From an optimization exercise on the open Yosys and OpenROAD flow, aimed at small area, a short achievable clock period and few clock cycles per item; shortcuts taken in it are not production practice. Where RTL was checked, it was by simulation tests only, not by an equivalence proof against the original. Function not checked in run 2: the RTL went through the layout flow alone.

### flow/design.v
module and_gate (a, b, out); 
	input a, b;
	output out;
	assign out = a && b;
endmodule
module full_adder_module (a, b, cin, sum, cout);
	input a, b, cin;
	output sum, cout;
	reg sum, cout;
	always@(a or b or cin)
	begin
		{cout, sum} <= a + b + cin;
	end
endmodule
module d_flip_flop_module (d, clk, rst, q, q_bar);
	input d;
	input clk;  
	input rst;
	output q, q_bar;
	reg q, q_bar;	
	always@(posedge clk)
	begin
		if(rst == 1'b1)
		begin
		   q <= 1'b0;
	       q_bar <= 1'b1;
		end
		else
		begin
			q <= d;
			q_bar <= !d;		
		end
	end
endmodule
module pe_module(a, b, clk, rst, out, out_a, out_b);
	input [7:0] a, b;
	input clk;
	input rst;
	output [7:0] out, out_a, out_b;
	wire [35:0] and_out;
	wire [35:0] fa_out;
	wire [35:0] cout;
	wire [23:0] q_bar;	
	and_gate and_module_1(.a(a[0]), .b(b[0]), .out(and_out[0]));
	and_gate and_module_2(.a(a[1]), .b(b[0]), .out(and_out[1]));
	and_gate and_module_3(.a(a[2]), .b(b[0]), .out(and_out[2]));
	and_gate and_module_4(.a(a[3]), .b(b[0]), .out(and_out[3]));
	and_gate and_module_5(.a(a[4]), .b(b[0]), .out(and_out[4]));
	and_gate and_module_6(.a(a[5]), .b(b[0]), .out(and_out[5]));
	and_gate and_module_7(.a(a[6]), .b(b[0]), .out(and_out[6]));
	and_gate and_module_8(.a(a[7]), .b(b[0]), .out(and_out[7]));
	and_gate and_module_9(.a(a[0]), .b(b[1]), .out(and_out[8]));
	and_gate and_module_10(.a(a[1]), .b(b[1]), .out(and_out[9]));
	and_gate and_module_11(.a(a[2]), .b(b[1]), .out(and_out[10]));
	and_gate and_module_12(.a(a[3]), .b(b[1]), .out(and_out[11]));
	and_gate and_module_13(.a(a[4]), .b(b[1]), .out(and_out[12]));
	and_gate and_module_14(.a(a[5]), .b(b[1]), .out(and_out[13]));
	and_gate and_module_15(.a(a[6]), .b(b[1]), .out(and_out[14]));
	and_gate and_module_16(.a(a[0]), .b(b[2]), .out(and_out[15]));
	and_gate and_module_17(.a(a[1]), .b(b[2]), .out(and_out[16]));
	and_gate and_module_18(.a(a[2]), .b(b[2]), .out(and_out[17]));
	and_gate and_module_19(.a(a[3]), .b(b[2]), .out(and_out[18]));
	and_gate and_module_20(.a(a[4]), .b(b[2]), .out(and_out[19]));
	and_gate and_module_21(.a(a[5]), .b(b[2]), .out(and_out[20]));
	and_gate and_module_22(.a(a[0]), .b(b[3]), .out(and_out[21]));
	and_gate and_module_23(.a(a[1]), .b(b[3]), .out(and_out[22]));
	and_gate and_module_24(.a(a[2]), .b(b[3]), .out(and_out[23]));
	and_gate and_module_25(.a(a[3]), .b(b[3]), .out(and_out[24]));
	and_gate and_module_26(.a(a[4]), .b(b[3]), .out(and_out[25]));
	and_gate and_module_27(.a(a[0]), .b(b[4]), .out(and_out[26]));
	and_gate and_module_28(.a(a[1]), .b(b[4]), .out(and_out[27]));
	and_gate and_module_29(.a(a[2]), .b(b[4]), .out(and_out[28]));
	and_gate and_module_30(.a(a[3]), .b(b[4]), .out(and_out[29]));
	and_gate and_module_31(.a(a[0]), .b(b[5]), .out(and_out[30]));
	and_gate and_module_32(.a(a[1]), .b(b[5]), .out(and_out[31]));
	and_gate and_module_33(.a(a[2]), .b(b[5]), .out(and_out[32]));
	and_gate and_module_34(.a(a[0]), .b(b[6]), .out(and_out[33]));
	and_gate and_module_35(.a(a[1]), .b(b[6]), .out(and_out[34]));
	and_gate and_module_36(.a(a[0]), .b(b[7]), .out(and_out[35]));
	full_adder_module fa1(.a(and_out[1]), .b(and_out[8]), .cin(1'b0), .sum(fa_out[0]), .cout(cout[0]));  
	full_adder_module fa2(.a(and_out[2]), .b(and_out[9]), .cin(cout[0]), .sum(fa_out[1]), .cout(cout[1]));
	full_adder_module fa3(.a(and_out[3]), .b(and_out[10]), .cin(cout[1]), .sum(fa_out[2]), .cout(cout[2]));
	full_adder_module fa4(.a(and_out[4]), .b(and_out[11]), .cin(cout[2]), .sum(fa_out[3]), .cout(cout[3]));
	full_adder_module fa5(.a(and_out[5]), .b(and_out[12]), .cin(cout[3]), .sum(fa_out[4]), .cout(cout[4]));
	full_adder_module fa6(.a(and_out[6]), .b(and_out[13]), .cin(cout[4]), .sum(fa_out[5]), .cout(cout[5]));
	full_adder_module fa7(.a(and_out[7]), .b(and_out[14]), .cin(cout[5]), .sum(fa_out[6]), .cout(cout[6]));
	full_adder_module fa8(.a(fa_out[1]), .b(and_out[15]), .cin(1'b0), .sum(fa_out[7]), .cout(cout[7]));  
	full_adder_module fa9(.a(fa_out[2]), .b(and_out[16]), .cin(cout[7]), .sum(fa_out[8]), .cout(cout[8]));
	full_adder_module fa10(.a(fa_out[3]), .b(and_out[17]), .cin(cout[8]), .sum(fa_out[9]), .cout(cout[9]));
	full_adder_module fa11(.a(fa_out[4]), .b(and_out[18]), .cin(cout[9]), .sum(fa_out[10]), .cout(cout[10]));
	full_adder_module fa12(.a(fa_out[5]), .b(and_out[19]), .cin(cout[10]), .sum(fa_out[11]), .cout(cout[11]));
	full_adder_module fa13(.a(fa_out[6]), .b(and_out[20]), .cin(cout[11]), .sum(fa_out[12]), .cout(cout[12]));
	full_adder_module fa14(.a(fa_out[8]), .b(and_out[21]), .cin(1'b0), .sum(fa_out[13]), .cout(cout[13]));  
	full_adder_module fa15(.a(fa_out[9]), .b(and_out[22]), .cin(cout[13]), .sum(fa_out[14]), .cout(cout[14]));
	full_adder_module fa16(.a(fa_out[10]), .b(and_out[23]), .cin(cout[14]), .sum(fa_out[15]), .cout(cout[15]));
	full_adder_module fa17(.a(fa_out[11]), .b(and_out[24]), .cin(cout[15]), .sum(fa_out[16]), .cout(cout[16]));
	full_adder_module fa18(.a(fa_out[12]), .b(and_out[25]), .cin(cout[16]), .sum(fa_out[17]), .cout(cout[17]));
	full_adder_module fa19(.a(fa_out[14]), .b(and_out[26]), .cin(1'b0), .sum(fa_out[18]), .cout(cout[18]));  
	full_adder_module fa20(.a(fa_out[15]), .b(and_out[27]), .cin(cout[18]), .sum(fa_out[19]), .cout(cout[19]));
	full_adder_module fa21(.a(fa_out[16]), .b(and_out[28]), .cin(cout[19]), .sum(fa_out[20]), .cout(cout[20]));
	full_adder_module fa22(.a(fa_out[17]), .b(and_out[29]), .cin(cout[20]), .sum(fa_out[21]), .cout(cout[21]));
	full_adder_module fa23(.a(fa_out[19]), .b(and_out[30]), .cin(1'b0), .sum(fa_out[22]), .cout(cout[22]));  
	full_adder_module fa24(.a(fa_out[20]), .b(and_out[31]), .cin(cout[22]), .sum(fa_out[23]), .cout(cout[23]));
	full_adder_module fa25(.a(fa_out[21]), .b(and_out[32]), .cin(cout[23]), .sum(fa_out[24]), .cout(cout[24]));
	full_adder_module fa26(.a(fa_out[23]), .b(and_out[33]), .cin(1'b0), .sum(fa_out[25]), .cout(cout[25]));  
	full_adder_module fa27(.a(fa_out[24]), .b(and_out[34]), .cin(cout[25]), .sum(fa_out[26]), .cout(cout[26]));
	full_adder_module fa28(.a(fa_out[26]), .b(and_out[35]), .cin(1'b0), .sum(fa_out[27]), .cout(cout[27]));  
	full_adder_module fa29(.a(and_out[0]), .b(out[0]), .cin(1'b0), .sum(fa_out[28]), .cout(cout[28]));
	full_adder_module fa30(.a(fa_out[0]), .b(out[1]), .cin(cout[28]), .sum(fa_out[29]), .cout(cout[29]));
	full_adder_module fa31(.a(fa_out[7]), .b(out[2]), .cin(cout[29]), .sum(fa_out[30]), .cout(cout[30]));
	full_adder_module fa32(.a(fa_out[13]), .b(out[3]), .cin(cout[30]), .sum(fa_out[31]), .cout(cout[31]));
	full_adder_module fa33(.a(fa_out[18]), .b(out[4]), .cin(cout[31]), .sum(fa_out[32]), .cout(cout[32]));
	full_adder_module fa34(.a(fa_out[22]), .b(out[5]), .cin(cout[32]), .sum(fa_out[33]), .cout(cout[33]));
	full_adder_module fa35(.a(fa_out[25]), .b(out[6]), .cin(cout[33]), .sum(fa_out[34]), .cout(cout[34]));
	full_adder_module fa36(.a(fa_out[27]), .b(out[7]), .cin(cout[34]), .sum(fa_out[35]), .cout(cout[35]));
	d_flip_flop_module out_1(.d(fa_out[28]), .clk(clk), .rst(rst), .q(out[0]), .q_bar(q_bar[0]));	
	d_flip_flop_module out_2(.d(fa_out[29]), .clk(clk), .rst(rst), .q(out[1]), .q_bar(q_bar[1]));
	d_flip_flop_module out_3(.d(fa_out[30]), .clk(clk), .rst(rst), .q(out[2]), .q_bar(q_bar[2]));
	d_flip_flop_module out_4(.d(fa_out[31]), .clk(clk), .rst(rst), .q(out[3]), .q_bar(q_bar[3]));
	d_flip_flop_module out_5(.d(fa_out[32]), .clk(clk), .rst(rst), .q(out[4]), .q_bar(q_bar[4]));
	d_flip_flop_module out_6(.d(fa_out[33]), .clk(clk), .rst(rst), .q(out[5]), .q_bar(q_bar[5]));
	d_flip_flop_module out_7(.d(fa_out[34]), .clk(clk), .rst(rst), .q(out[6]), .q_bar(q_bar[6]));
	d_flip_flop_module out_8(.d(fa_out[35]), .clk(clk), .rst(rst), .q(out[7]), .q_bar(q_bar[7]));
	d_flip_flop_module out_a_9(.d(a[0]), .clk(clk), .rst(rst), .q(out_a[0]), .q_bar(q_bar[8]));	
	d_flip_flop_module out_a_10(.d(a[1]), .clk(clk), .rst(rst), .q(out_a[1]), .q_bar(q_bar[9]));
	d_flip_flop_module out_a_11(.d(a[2]), .clk(clk), .rst(rst), .q(out_a[2]), .q_bar(q_bar[10]));
	d_flip_flop_module out_a_12(.d(a[3]), .clk(clk), .rst(rst), .q(out_a[3]), .q_bar(q_bar[11]));
	d_flip_flop_module out_a_13(.d(a[4]), .clk(clk), .rst(rst), .q(out_a[4]), .q_bar(q_bar[12]));
	d_flip_flop_module out_a_14(.d(a[5]), .clk(clk), .rst(rst), .q(out_a[5]), .q_bar(q_bar[13]));
	d_flip_flop_module out_a_15(.d(a[6]), .clk(clk), .rst(rst), .q(out_a[6]), .q_bar(q_bar[14]));
	d_flip_flop_module out_a_16(.d(a[7]), .clk(clk), .rst(rst), .q(out_a[7]), .q_bar(q_bar[15]));
	d_flip_flop_module out_b_17(.d(b[0]), .clk(clk), .rst(rst), .q(out_b[0]), .q_bar(q_bar[16]));	
	d_flip_flop_module out_b_18(.d(b[1]), .clk(clk), .rst(rst), .q(out_b[1]), .q_bar(q_bar[17]));
	d_flip_flop_module out_b_19(.d(b[2]), .clk(clk), .rst(rst), .q(out_b[2]), .q_bar(q_bar[18]));
	d_flip_flop_module out_b_20(.d(b[3]), .clk(clk), .rst(rst), .q(out_b[3]), .q_bar(q_bar[19]));
	d_flip_flop_module out_b_21(.d(b[4]), .clk(clk), .rst(rst), .q(out_b[4]), .q_bar(q_bar[20]));
	d_flip_flop_module out_b_22(.d(b[5]), .clk(clk), .rst(rst), .q(out_b[5]), .q_bar(q_bar[21]));
	d_flip_flop_module out_b_23(.d(b[6]), .clk(clk), .rst(rst), .q(out_b[6]), .q_bar(q_bar[22]));
	d_flip_flop_module out_b_24(.d(b[7]), .clk(clk), .rst(rst), .q(out_b[7]), .q_bar(q_bar[23]));
endmodule 
module memory_module(input clk, input rst, input load, input control, 
                     input [7:0] arr_in0, arr_in1, arr_in2, arr_in3,
                     arr_in4, arr_in5, arr_in6, arr_in7,
                     arr_in8, arr_in9, arr_in10, arr_in11,
                     arr_in12, arr_in13, arr_in14, arr_in15,
                     output reg [7:0] arr_out0, arr_out1, arr_out2, arr_out3,
                     arr_out4, arr_out5, arr_out6, arr_out7,
                     arr_out8, arr_out9, arr_out10, arr_out11,
                     arr_out12, arr_out13, arr_out14, arr_out15);
  integer i;  
  reg [7:0] storage[15:0];
  reg [7:0] matrix[15:0];
  reg [7:0] filter[8:0];
  always @(posedge clk)
  begin  
    {storage[0], storage[1], storage[2], storage[3],
    storage[4], storage[5], storage[6], storage[7], 
    storage[8], storage[9], storage[10], storage[11], 
    storage[12], storage[13], storage[14], storage[15]} =  {arr_in0, arr_in1, arr_in2, arr_in3,
                                                            arr_in4, arr_in5, arr_in6, arr_in7,
                                                            arr_in8, arr_in9, arr_in10, arr_in11,
                                                            arr_in12, arr_in13, arr_in14, arr_in15}; 
    case (rst)
    1'b0:
    begin
      if (load)
      begin
        if(!control)         
        begin
          for (i = 0; i < 9; i = i + 1)
          begin
            filter[i] = storage[i];
          end
          {arr_out0, arr_out1, arr_out2, arr_out3} = {filter[0], filter[1], filter[2], filter[3]};
          {arr_out4, arr_out5, arr_out6, arr_out7} = {filter[4], filter[5], filter[6], filter[7]};
          {arr_out8, arr_out9, arr_out10, arr_out11} = {filter[8], 8'd0, 8'd0, 8'd0};
          {arr_out12, arr_out13, arr_out14, arr_out15} = {8'd0, 8'd0, 8'd0, 8'd0};
        end
        else
        begin
          for (i = 0; i < 16; i = i + 1)
          begin
            matrix[i] = storage[i];
          end
          {arr_out0, arr_out1, arr_out2, arr_out3} = {matrix[0], matrix[1], matrix[2], matrix[3]};
          {arr_out4, arr_out5, arr_out6, arr_out7} = {matrix[4], matrix[5], matrix[6], matrix[7]};
          {arr_out8, arr_out9, arr_out10, arr_out11} = {matrix[8], matrix[9], matrix[10], matrix[11]};
          {arr_out12, arr_out13, arr_out14, arr_out15} = {matrix[12], matrix[13], matrix[14], matrix[15]};
        end
      end
    end
    1'b1: 
    begin
      for (i = 0; i < 16; i = i + 1) 
      begin
        if (i < 9)
        begin           
          filter[i] = 8'd0;
        end
        matrix[i] = 8'd0;
      end
      {arr_out0, arr_out1, arr_out2, arr_out3} = {8'd0, 8'd0, 8'd0, 8'd0};
      {arr_out4, arr_out5, arr_out6, arr_out7} = {8'd0, 8'd0, 8'd0, 8'd0};
      {arr_out8, arr_out9, arr_out10, arr_out11} = {8'd0, 8'd0, 8'd0, 8'd0};
      {arr_out12, arr_out13, arr_out14, arr_out15} = {8'd0, 8'd0, 8'd0, 8'd0};
    end
   endcase
  end
endmodule
module systolic_three_by_three_module(
  input [7:0] input11, input12, input13, input14, input21, input22, input23,
  input24, input31, input32, input33, input34, input41, input42, input43, input44,
  input [7:0] filter11, filter12, filter13, filter21, filter22, filter23, filter31, filter32, filter33,
  input clk, rst, 
  output reg [7:0] result11, result12, result21, result22
  );
  parameter ZERO = 8'd0;  
  parameter NEEDED_CYCLES = 4'd11;  
  wire [7:0] in1[0:11], in2[0:11], in3[0:11], fil1[0:11], fil2[0:11], fil3[0:11];  
  reg [7:0] row_a, row_b, row_c, col_a, col_b, col_c;  
  wire [7:0] res_pe1, res_pe2, res_pe3, res_pe4;  
  wire [7:0] temp_row11, temp_row12, temp_row21, temp_row22, temp_row31, temp_row32, temp_col11, temp_col12, temp_col13, temp_col21, temp_col22, temp_col23;  
  reg [4:0] cnt;  
  assign in1[0] = input11; assign in1[1] = input12; assign in1[2] = input13; assign in1[3] = input21;
  assign in1[4] = input22; assign in1[5] = input23; assign in1[6] = input31; assign in1[7] = input32;
  assign in1[8] = input33; assign in1[9] = ZERO; assign in1[10] = ZERO; assign in1[11] = ZERO;
  assign in2[0] = ZERO; assign in2[1] = input12; assign in2[2] = input13; assign in2[3] = input14;
  assign in2[4] = input22; assign in2[5] = input23; assign in2[6] = input24; assign in2[7] = input32;
  assign in2[8] = input33; assign in2[9] = input34; assign in2[10] = ZERO; assign in2[11] = ZERO;
  assign in3[0] = ZERO; assign in3[1] = filter33; assign in3[2] = filter32; assign in3[3] = filter31;
  assign in3[4] = filter23; assign in3[5] = filter22; assign in3[6] = filter21; assign in3[7] = filter13;
  assign in3[8] = filter12; assign in3[9] = filter11; assign in3[10] = ZERO; assign in3[11] = ZERO;
  assign fil1[0] = filter33; assign fil1[1] = filter32; assign fil1[2] = filter31; assign fil1[3] = filter23;
  assign fil1[4] = filter22; assign fil1[5] = filter21; assign fil1[6] = filter13; assign fil1[7] = filter12;
  assign fil1[8] = filter11; assign fil1[9] = ZERO; assign fil1[10] = ZERO; assign fil1[11] = ZERO;
  assign fil2[0] = input21; assign fil2[1] = input22; assign fil2[2] = input23; assign fil2[3] = input31;
  assign fil2[4] = input32; assign fil2[5] = input33; assign fil2[6] = input41; assign fil2[7] = input42;
  assign fil2[8] = input43; assign fil2[9] = ZERO; assign fil2[10] = ZERO; assign fil2[11] = ZERO;
  assign fil3[0] = ZERO; assign fil3[1] = input22; assign fil3[2] = input23; assign fil3[3] = input24;
  assign fil3[4] = input32; assign fil3[5] = input33; assign fil3[6] = input34; assign fil3[7] = input42;
  assign fil3[8] = input43; assign fil3[9] = input44; assign fil3[10] = ZERO; assign fil3[11] = ZERO;
  pe_module PE1(.a(row_a), .b(col_a), .clk(clk), .rst(rst), .out(res_pe1), .out_a(temp_row11), .out_b(temp_col11));
  pe_module PE2(.a(temp_row11), .b(col_b), .clk(clk), .rst(rst), .out(), .out_a(temp_row12), .out_b(temp_col12));
  pe_module PE3(.a(temp_row12), .b(col_c), .clk(clk), .rst(rst), .out(), .out_a(), .out_b(temp_col13));
  pe_module PE4(.a(row_b), .b(temp_col11), .clk(clk), .rst(rst), .out(res_pe2), .out_a(temp_row21), .out_b(temp_col21));
  pe_module PE5(.a(temp_row21), .b(temp_col12), .clk(clk), .rst(rst), .out(), .out_a(temp_row22), .out_b(temp_col22));
  pe_module PE6(.a(temp_row22), .b(temp_col13), .clk(clk), .rst(rst), .out(), .out_a(), .out_b(temp_col23));
  pe_module PE7(.a(row_c), .b(temp_col21), .clk(clk), .rst(rst), .out(), .out_a(temp_row31), .out_b());
  pe_module PE8(.a(temp_row31), .b(temp_col22), .clk(clk), .rst(rst), .out(res_pe3), .out_a(temp_row32), .out_b());
  pe_module PE9(.a(temp_row32), .b(temp_col23), .clk(clk), .rst(rst), .out(res_pe4), .out_a(), .out_b());
  always @(posedge clk)
  begin
    if(rst)
      begin
        cnt <= ZERO;
        row_a <= ZERO;
        row_b <= ZERO;
        row_c <= ZERO;
        col_a <= ZERO;
        col_b <= ZERO;
        col_c <= ZERO;
      end
    else
    begin
      if (cnt <= NEEDED_CYCLES)
        begin
        cnt <= cnt + 1;
        row_a <= in1[cnt];
        row_b <= in2[cnt];
        row_c <= in3[cnt]; 
        col_a <= fil1[cnt];
        col_b <= fil2[cnt];
        col_c <= fil3[cnt];
        end
      else
        begin
        row_a <= ZERO;
        row_b <= ZERO;
        row_c <= ZERO;
        col_a <= ZERO;
        col_b <= ZERO;
        col_c <= ZERO;
        end
     end
  end
  always @(rst or res_pe1 or res_pe2 or res_pe3 or res_pe4)
  begin
    if(rst)
      begin
        result11 <= ZERO;
        result12 <= ZERO;
        result21<= ZERO;
        result22<= ZERO;
      end
    else
      begin
        result11 <= res_pe1;
        result12 <= res_pe2;
        result21 <= res_pe3;
        result22 <= res_pe4;
      end
  end
endmodule
module controller_module(input clk, input rst, input start,
output ready, output enable_memory, output enable_compute);
  reg state;
  reg [3:0] cnt;
  parameter IDLE = 1'b0, S1 = 1'b1;
  parameter COMPUTE_CYCLES = 4'd13;
  wire accept = start & (state == IDLE);
  assign ready = (state == IDLE);
  assign enable_memory = accept;
  assign enable_compute = accept;
  always @ (posedge clk)
  begin
    if(rst)
    begin
      state <= IDLE;
      cnt <= 4'd0;
    end
    else
    begin
      case(state)
        IDLE:
        begin
          cnt <= 4'd0;
          if (start)
            state <= S1;
        end
        S1:
        begin
          cnt <= cnt + 4'd1;
          if (cnt == COMPUTE_CYCLES - 4'd1)
            state <= IDLE;
        end
      endcase
    end
  end
endmodule
module conv_top(clk, rst, start, image, filter, ready, result);
  input clk, rst, start;
  input [127:0] image;
  input [71:0] filter;
  output ready;
  output [31:0] result;
  wire enable_memory;
  wire enable_compute;
  wire [7:0] a_mem[0:15];
  wire [7:0] f_mem[0:8];
  controller_module controller(.clk(clk), .rst(rst), .start(start), .ready(ready),
  .enable_memory(enable_memory), .enable_compute(enable_compute));
  memory_module memory_matrix(.clk(clk), .rst(rst), .load(enable_memory), .control(1'b1),
  .arr_in0(image[7:0]), .arr_in1(image[15:8]), .arr_in2(image[23:16]), .arr_in3(image[31:24]),
  .arr_in4(image[39:32]), .arr_in5(image[47:40]), .arr_in6(image[55:48]), .arr_in7(image[63:56]),
  .arr_in8(image[71:64]), .arr_in9(image[79:72]), .arr_in10(image[87:80]), .arr_in11(image[95:88]),
  .arr_in12(image[103:96]), .arr_in13(image[111:104]), .arr_in14(image[119:112]), .arr_in15(image[127:120]),
  .arr_out0(a_mem[0]), .arr_out1(a_mem[1]), .arr_out2(a_mem[2]), .arr_out3(a_mem[3]),
  .arr_out4(a_mem[4]), .arr_out5(a_mem[5]), .arr_out6(a_mem[6]), .arr_out7(a_mem[7]),
  .arr_out8(a_mem[8]), .arr_out9(a_mem[9]), .arr_out10(a_mem[10]), .arr_out11(a_mem[11]),
  .arr_out12(a_mem[12]), .arr_out13(a_mem[13]), .arr_out14(a_mem[14]), .arr_out15(a_mem[15]));
  memory_module memory_filter(.clk(clk), .rst(rst), .load(enable_memory), .control(1'b0),
  .arr_in0(filter[7:0]), .arr_in1(filter[15:8]), .arr_in2(filter[23:16]),
  .arr_in3(filter[31:24]), .arr_in4(filter[39:32]), .arr_in5(filter[47:40]),
  .arr_in6(filter[55:48]), .arr_in7(filter[63:56]), .arr_in8(filter[71:64]),
  .arr_in9(8'd0), .arr_in10(8'd0), .arr_in11(8'd0),
  .arr_in12(8'd0), .arr_in13(8'd0), .arr_in14(8'd0), .arr_in15(8'd0),
  .arr_out0(f_mem[0]), .arr_out1(f_mem[1]), .arr_out2(f_mem[2]),
  .arr_out3(f_mem[3]), .arr_out4(f_mem[4]), .arr_out5(f_mem[5]),
  .arr_out6(f_mem[6]), .arr_out7(f_mem[7]), .arr_out8(f_mem[8]),
  .arr_out9(), .arr_out10(), .arr_out11(),
  .arr_out12(), .arr_out13(), .arr_out14(),
  .arr_out15());
  systolic_three_by_three_module Systolic_3by3(
  .input11(a_mem[0]), .input12(a_mem[1]), .input13(a_mem[2]), .input14(a_mem[3]),
  .input21(a_mem[4]), .input22(a_mem[5]), .input23(a_mem[6]), .input24(a_mem[7]),
  .input31(a_mem[8]), .input32(a_mem[9]), .input33(a_mem[10]), .input34(a_mem[11]),
  .input41(a_mem[12]), .input42(a_mem[13]), .input43(a_mem[14]), .input44(a_mem[15]),
  .filter11(f_mem[0]), .filter12(f_mem[1]), .filter13(f_mem[2]),
  .filter21(f_mem[3]), .filter22(f_mem[4]), .filter23(f_mem[5]),
  .filter31(f_mem[6]), .filter32(f_mem[7]), .filter33(f_mem[8]),
  .clk(clk), .rst(rst | enable_compute),
  .result11(result[7:0]), .result12(result[15:8]), .result21(result[23:16]), .result22(result[31:24]));
endmodule
### flow/run.sh
#!/bin/bash
# synth_recipe.tcl (not shown) runs the flow's synth.tcl, then flattens the netlist and writes it again
# the make line also repeats each setting of config.mk as NAME=value (left out here)
make -C /OpenROAD-flow-scripts/flow DESIGN_CONFIG=/design/flow/config.mk WORK_HOME=/design/flow/orfs CLKGATE_MAP_FILE= SYNTH_SCRIPT=/design/flow/synth_recipe.tcl finish
### flow/config.mk
export PLATFORM = sky130hd
export DESIGN_NAME = conv_top
export DESIGN_NICKNAME = conv_top
export VERILOG_FILES = /design/flow/design.v
export SDC_FILE = /design/flow/constraint.sdc
export NUM_CORES = 4
export LEC_CHECK = 0
export CAP_MARGIN = 20
export CORE_MARGIN = 2
export CORE_UTILIZATION = 40
export SLEW_MARGIN = 20
### flow/constraint.sdc
create_clock -name core_clock -period 7.0 [get_ports {clk}]
set_input_delay 1.4000 -clock core_clock [delete_from_list [all_inputs] [get_ports {clk}]]
set_output_delay 1.4000 -clock core_clock [all_outputs]
set_load 0.01 [all_outputs]
==> impl_metrics.tcl, run 1 <==
set metrics [dict create \
    status "timing/DRC/antenna clean" \
    hp-class "register to register" \
    worst_pin_slew_ps 1050 \
    layout.nets 2086 \
    crit_path_max_incr_delay_ps 590 \
    antenna_found_initial 0 \
    cts-resized-gates 0 \
    synthTopCellsByArea "edfxtp_1 34%, dfxtp_1 17%, fa_1 9.5%" \
    setup_violations 0 \
    r2r_end "Systolic_3by3.PE1.out_8.q$_SDFF_PP0_" \
    die_w_um 214 \
    worstRegToRegCells 22 \
    drc 0 \
    track_usage_pct 19.8 \
    path_max_fanout 9 \
    overflow 0 \
    synth_enable_flop_cells 200 \
    timing.fmax_ghz 0.150 \
    synth_top_area_cell "edfxtp_1" \
    fin_util_pct 50.3 \
    fin_skew_ps 21.1 \
    period_share_pct 95.1 \
    rsz0062_at_grt "false" \
    slowest_stage "fa_1" \
    drt-vias-per-instance 5.09 \
    async_flop_share_pct 0 \
    numCtsBuffers 39 \
    final-hold-violation-count 0 \
    synth_nets 1887 \
    crit_path_start_kind "register" \
    ant_nets 0 \
    yosysMostFrequentCell "nor2b_1" \
    crit_type "register to register" \
    ys_seq_elements 346 \
    drt_pass1_iterations 8 \
    gr-usage-met2_pct 32.2 \
    critical_path_required_ps 7480 \
    placed_area_mm2 0.0205 \
    drt_wl_total_um 45100 \
    netlist_area_mm2 0.0176 \
    clockBufferDepth 3 \
    max_cap_violations 0 \
    vias 12100 \
    grt_pass1_wl_um 71000 \
    die-area_mm2 0.0458 \
    gp_congestion 0.870 \
    min_path_cells 1 \
    avgSynthCellArea_um2 11.3 \
    start_util_pct 40.8 \
    crit_chain "and2_1 > ha_1 > inv_1 > fa_1 > inv_1 > fa_1 > fa_1 > fa_1 > inv_1 > fa_1 > fa_1 > inv_1 > fa_1 > fa_1 > fa_1 > ha_1 > fa_1 > xor2_1 > xnor2_1 > xnor2_1 > xnor3_1 > nor2_1" \
    die_h_um 214 \
    critPathArrivalTime_ps 7140 \
    finalCriticalPeriod_ps 6650 \
    cp_common_cell "fa_1" \
    grt_pass1_vias 12500 \
    diodes 0 \
    cts-htree-levels 2 \
    ios 236 \
    avgRoutedWirePerCell_um 18.9 \
    final_max_slew_viol_count 0 \
    ys_seq_area_share_pct 50.6 \
    postCtsHoldBufs 0 \
    cts-root-buf "clkbuf_16" \
    synth_top_area_share_pct 34.1 \
    final_area_mm2 0.0218 \
    rows 76 \
    cp-end-kind "register" \
    synthDistinctLibCells 54 \
    drtIter0Drc 1046 \
    path_clk_slew_ps 60 \
    synth_top_flop_cell "edfxtp_1" \
    drive_above_1_share_pct 5.35 \
    grt_start_max_net_pins 146 \
    grt_use_met3_pct 2.64 \
    clock_latency_ps 550 \
    cts_tree "built" \
    reg2reg_from "Systolic_3by3.col_a[0]$_SDFF_PP0_" \
    area_growth_pct 23.5 \
    synthCells 1566 \
    startpoint "Systolic_3by3.col_a[0]$_SDFF_PP0_" \
    synth-warning-count 9 \
    rrSetupSlack_ps 350 \
    relSlewSlack_pct 28.4 \
    io_buffers 235 \
    dp_hpwl_um 32900 \
    cts_sinks 346 \
    critical_path.endpoint "Systolic_3by3.PE1.out_8.q$_SDFF_PP0_" \
    use_met1_pct 27.3 \
    grt_busiest_layer "met2" \
    ys_top_cells_by_count "208 x nor2b_1, 200 x edfxtp_1, 173 x and2_1, 146 x dfxtp_1, 114 x nor2_1" \
    setup_tns_ps 0 \
    coreArea_mm2 0.0433 \
    cts_setup_buffers 0 \
]
## metrics by stage
stage | worst slack (ps) | std cells | hold WS, ps
after floorplan | 629 | 1566 | 406
after global placement | 443 | 2309 | 412
after detailed placement | 295 | 2309 | 410
after CTS | 282 | 2381 | 419
after global routing | 5.07 | 2381 | 435
final | 345 | 2381 | 419
## cell type report
| cell class | instances | area, µm² |
|---|---|---|
| Timing Repair Buffer | 253 | 2500 |
| Multi-Input combinational cell | 1040 | 8020 |
| Sequential cell | 346 | 8930 |
| Inverter | 85 | 327 |
| Clock buffer | 55 | 1080 |
| Tap cell | 585 | 732 |
| Fill cell | 3875 | 21500 |
| Clock inverter | 17 | 196 |
## worst min path at each step
stage	start	end	slack (ps)
after CTS	Systolic_3by3.row_c[5]$_SDFF_PP0_	Systolic_3by3.PE7.out_a_14.q$_SDFF_PP0_	420
after global placement	Systolic_3by3.PE3.out_b_24.q$_SDFF_PP0_	Systolic_3by3.PE6.out_b_24.q$_SDFF_PP0_	410
after global routing	Systolic_3by3.col_b[6]$_SDFF_PP0_	Systolic_3by3.PE2.out_b_23.q$_SDFF_PP0_	440
after detailed placement	Systolic_3by3.row_c[5]$_SDFF_PP0_	Systolic_3by3.PE7.out_a_14.q$_SDFF_PP0_	410
after floorplan	Systolic_3by3.col_b[0]$_SDFF_PP0_	Systolic_3by3.PE2.out_b_17.q$_SDFF_PP0_	410
final	Systolic_3by3.row_c[6]$_SDFF_PP0_	Systolic_3by3.PE7.out_a_15.q$_SDFF_PP0_	420
## logic make-up (layout without fill, tap and decap cells)
family	after synthesis	in the layout	share of synthesized area, %
AOI/OAI and AO/OA	220	220	10.3
xor gates and xnor gates	58	58	3.19
adders and majority gates	118	118	11.9
buffers and inverters	180	410	4.10
DFF	346	346	50.6
muxes	3	3	0.184
and+or+nand+nor	641	641	19.6
## metal layers
metal	share of wire (%)	wire (µm)	up-vias
met5	0	0	-
met4	2.5	1150	0
met3	5.5	2490	77
met2	47	21200	422
met1	45	20200	5851
li1	-	-	5772
## cells in the final DEF, fill, tap and decap left out, types with 3 or more instances in the layout
cell type / Yosys / final
nor2_1: 114 / 114
nand2b_1: 5 / 5
fa_1: 84 / 84
clkbuf_1: 62 / 13
a2111oi_2: 3 / 3
clkinv_1: 0 / 6
bufinv_16: 0 / 4
o221a_2: 5 / 5
and2_1: 173 / 173
o211ai_1: 7 / 7
a221o_1: 9 / 9
a222oi_1: 9 / 9
a221oi_1: 12 / 12
a32oi_1: 6 / 6
xnor3_1: 4 / 4
ha_1: 34 / 31
clkinv_2: 0 / 4
inv_1: 85 / 84
edfxtp_1: 200 / 200
a22o_1: 39 / 39
nor2b_1: 208 / 207
nand2_1: 82 / 82
nand3_1: 11 / 10
xnor2_1: 45 / 45
clkbuf_16: 0 / 40
o22ai_1: 6 / 6
a211oi_1: 8 / 8
a22oi_1: 46 / 46
a31oi_1: 5 / 5
a21oi_1: 17 / 16
o21ai_0: 4 / 4
clkdlybuf4s50_1: 0 / 234
dfxtp_1: 146 / 145
a2111oi_0: 31 / 31
nor3_1: 42 / 42
buf_4: 2 / 17
xor2_1: 9 / 9
ha_2: 0 / 3
## critical path, delay by kind of cell, from the launching register on
family,cells,cell delay (ps)
xor+xnor,4,710
buf+inv,4,270
simple gates,2,250
flops,1,440
fa+ha+maj,12,4920
Testbench counts, summed over its fixed seeds: cycles 14,336, items 1,024.
==> inputs of run 2 (changes only) <==
==> flow/design.v (replaced) <==
module conv_top(clk, rst, start, image, filter, ready, result);
  input clk, rst, start;
  input [127:0] image;
  input [71:0] filter;
  output ready;
  output [31:0] result;
  reg [31:0] res_q;
  reg [7:0] acc [0:3];
  integer r, c, j, k;
  always @* begin
    for (r = 0; r < 2; r = r + 1)
      for (c = 0; c < 2; c = c + 1) begin
        acc[2*r+c] = 8'd0;
        for (j = 0; j < 3; j = j + 1)
          for (k = 0; k < 3; k = k + 1)
            acc[2*r+c] = acc[2*r+c] + image[8*((r+j)*4 + c + k) +: 8] * filter[8*((2-j)*3 + (2-k)) +: 8];
      end
  end
  always @(posedge clk)
    if (start && !rst)
      res_q <= {acc[3], acc[2], acc[1], acc[0]};
  assign ready = 1'b1;
  assign result = res_q;
endmodule
==> run 2 against run 1 <==
The layout now fails its checks (negative setup slack). Critical path depth decreased by 1. Via count increased to 2.7 times the previous value. Utilization increased by 3.2 points. Highest routed layer is now met5.
==> impl_metrics.tcl, run 2 <==
set metrics [dict create \
    synthTopCellsByArea "fa_1 36%, ha_1 19%, xnor2_1 10%" \
    ff_latch_area_um2 961 \
    clockBufferDepth 2 \
    area_growth_pct 32.3 \
    max_cap_violations 0 \
    coreArea_mm2 0.0936 \
    rsz0062_at_grt "true" \
    ys_top_cells_by_count "946 x inv_1, 688 x fa_1, 673 x nand2_1, 623 x and2_1, 572 x ha_1" \
    numCtsBuffers 5 \
    die-area_mm2 0.0972 \
    ys_seq_area_share_pct 2.54 \
    ios 236 \
    synth_nets 5771 \
    synth_top_flop_cell "edfxtp_1" \
    relSlewSlack_pct 42.6 \
    finalCriticalPeriod_ps 8450 \
    final_common_cell "inv_1" \
    largest-register "res_q" \
    synth_top_area_cell "fa_1" \
    setup_ws_ps -1450 \
    track_usage_pct 34.7 \
    ant_nets 0 \
    min_to "res_q[16]$_DFFE_PP_" \
    grt_pass1_vias 34400 \
    period_share_pct 121 \
    largest_registers "res_q (32)" \
    crit_type "primary input to register" \
    critical_path_required_ps 7080 \
    start_util_pct 40.5 \
    place_ws_ps -2260 \
    drt_wl_total_um 168000 \
    final-hold-violation-count 0 \
    drt-vias-per-instance 5.11 \
    cts_tree "built" \
    fillers 8794 \
    setup_tns_ps -13010 \
    setup_violations 16 \
    antenna_found_initial 12 \
    dp_hpwl_um 139000 \
    drc 0 \
    drt_pass1_iterations 6 \
    rows 112 \
    grt_pass1_wl_um 240000 \
    critPathArrivalTime_ps 8530 \
    synth_top_area_share_pct 36.4 \
    layout.nets 6572 \
    hp-class "primary input to register" \
    final_max_slew_viol_count 0 \
    layout_common_cells "856 x inv_1, 637 x nand2_1, 633 x fa_1" \
    worst_pin_slew_ps 854 \
    die_w_um 312 \
    yosysMostFrequentCell "inv_1" \
    avgSynthCellArea_um2 8.79 \
    multi_input_comb_area_mm2 0.0339 \
    status "complete, but fails checks" \
    ys_seq_elements 32 \
    hp-start "filter[8]" \
    cts-htree-levels 2 \
    die_h_um 312 \
    synth_enable_flop_cells 32 \
    drive_above_1_share_pct 22.4 \
    synth-warning-count 2 \
    path_clk_slew_ps 80 \
    vias 32600 \
    async_flop_share_pct 0 \
    violatedChecks "negative setup slack" \
    overflow 0 \
    crit_path_start_kind "primary input" \
    cp-end-kind "register" \
    timing.fmax_ghz 0.118 \
    postCtsHoldBufs 0 \
    largest_reg_flops 32 \
    gp_congestion 1.04 \
    min_path_cells 6 \
    avgRoutedWirePerCell_um 26.4 \
    cts_sinks 32 \
    path_max_fanout 2 \
    grt_start_max_net_pins 33 \
    synthDistinctLibCells 19 \
    drtIter0Drc 3246 \
    netlist_area_mm2 0.0379 \
    io_buffers 234 \
    synthCells 4308 \
    cts-root-buf "clkbuf_16" \
]
-- run 2: timing repair --
item                                   4_1_cts  5_1_grt
buffers inserted                           170       36
endpoints found under the hold margin        0        0
pin swaps                                  258      182
setup endpoints to repair                   20       20
gates resized for setup                    604      254
gates cloned                                12        2
-- run 2: per-stage QoR --
step / util (%) / area, µm² / std cells / hold slack [ps]
after detailed placement: 49.5 / 46300 / 6148 / 2210
final: 53.5 / 50100 / 6367 / 2020
after global placement: 49.5 / 46300 / 6148 / 2210
after CTS: 52.7 / 49300 / 6335 / 2020
after floorplan: - / 38500 / 4308 / 1750
after global routing: 53.5 / 50100 / 6366 / 2060
-- run 2: kinds of logic (layout without fill, tap and decap cells) --
group | count (synthesis) | in the layout | share of synthesized area, %
flip-flops | 32 | 32 | 2.54
AND/OR/NAND/NOR | 1297 | 1297 | 17.0
other | 1 | 4 | 0.00990
XOR/XNOR | 563 | 563 | 13.5
buffers and inverters | 1139 | 1941 | 11.5
AO/OA/AOI/OAI | 16 | 16 | 0.264
adder cells (fa/ha/maj) | 1260 | 1260 | 55.2
-- run 2: layout make-up --
type | instances | area share (%)
Multi-Input combinational cell | 3137 | 67.7
Sequential cell | 32 | 1.92
Antenna cell | 3 | 0.0150
Clock inverter | 1 | 0.00749
Clock buffer | 7 | 0.265
Tap cell | 1254 | 3.13
Inverter | 946 | 7.09
Timing Repair Buffer | 987 | 19.9
-- run 2: critical path, stage by stage --
cell and delay [ps]:
dlygate4sd2_1 340, nand2_2 160, fa_1 550, inv_1 50, fa_1 480, inv_1 50, fa_1 560, fa_2 520
fa_1 590, fa_1 460, fa_2 630, fa_1 440, fa_1 460, fa_2 360, xnor2_2 150, xnor2_1 140
xnor2_1 230, xnor2_1 150, xnor3_1 240, xnor3_1 210, xnor3_1 370
-- run 2: how the worst max path moves through the flow --
stage                           from  slack (ps)                  end  cells past startpoint
after floorplan            image[49]       -1270  res_q[15]$_DFFE_PP_                     26
after global placement    filter[16]       -2150  res_q[15]$_DFFE_PP_                     20
after detailed placement  filter[16]       -2260  res_q[15]$_DFFE_PP_                     21
after CTS                  image[42]       -1570   res_q[7]$_DFFE_PP_                     27
after global routing      filter[12]       -1670  res_q[15]$_DFFE_PP_                     27
final                      image[78]       -1450  res_q[15]$_DFFE_PP_                     21
-- run 2: metal layers --
| metal | up-vias | share of wire, % | GRT usage, % |
|---|---|---|---|
| met2 | 1843 | 42 | 51.5 |
| met4 | 10 | 6.3 | 16.2 |
| met5 | - | 0.036 | 0 |
| li1 | 14100 | - | - |
| met1 | 16200 | 41 | 47.4 |
| met3 | 453 | 11 | 8.53 |

-- static timing again, ports no longer ideal --
In the flow no input, the clock included, has a driving cell. The finished layouts below were timed again as built, in two steps. Step 1 (the two cells are an assumption about what drives the block):
set clk [get_ports {clk}]
set_driving_cell -lib_cell sky130_fd_sc_hd__clkbuf_16 $clk
set_driving_cell -lib_cell sky130_fd_sc_hd__buf_2 [delete_from_list [all_inputs] $clk]
Step 2 adds t to the input delays and takes it off the output delays; t is the mean of the earliest and latest rising clock arrival at the registers after step 1. Input paths then give back, and output paths get back, about the clock's delay inside the block. a / b / c = ideal ports / drivers / drivers and shift; a / b = the first two.
run | t, ns | slack for setup (ns) | clock arrival spread, ns | slew at the worst register clock pin (ns) | worst slew at a driven data input, ns
run 1 | 0.599 | 0.345 / 0.345 / 0.345 | 0.021 / 0.021 | 0.06 / 0.06 | 0.09
run 2 | 0.384 | -1.452 / -1.488 / -1.872 | 0.018 / 0.018 | 0.08 / 0.08 | 0.20
The setup slack of run 2, which loses most, moves by -0.036 ns with the drivers and by -0.420 ns with both steps.
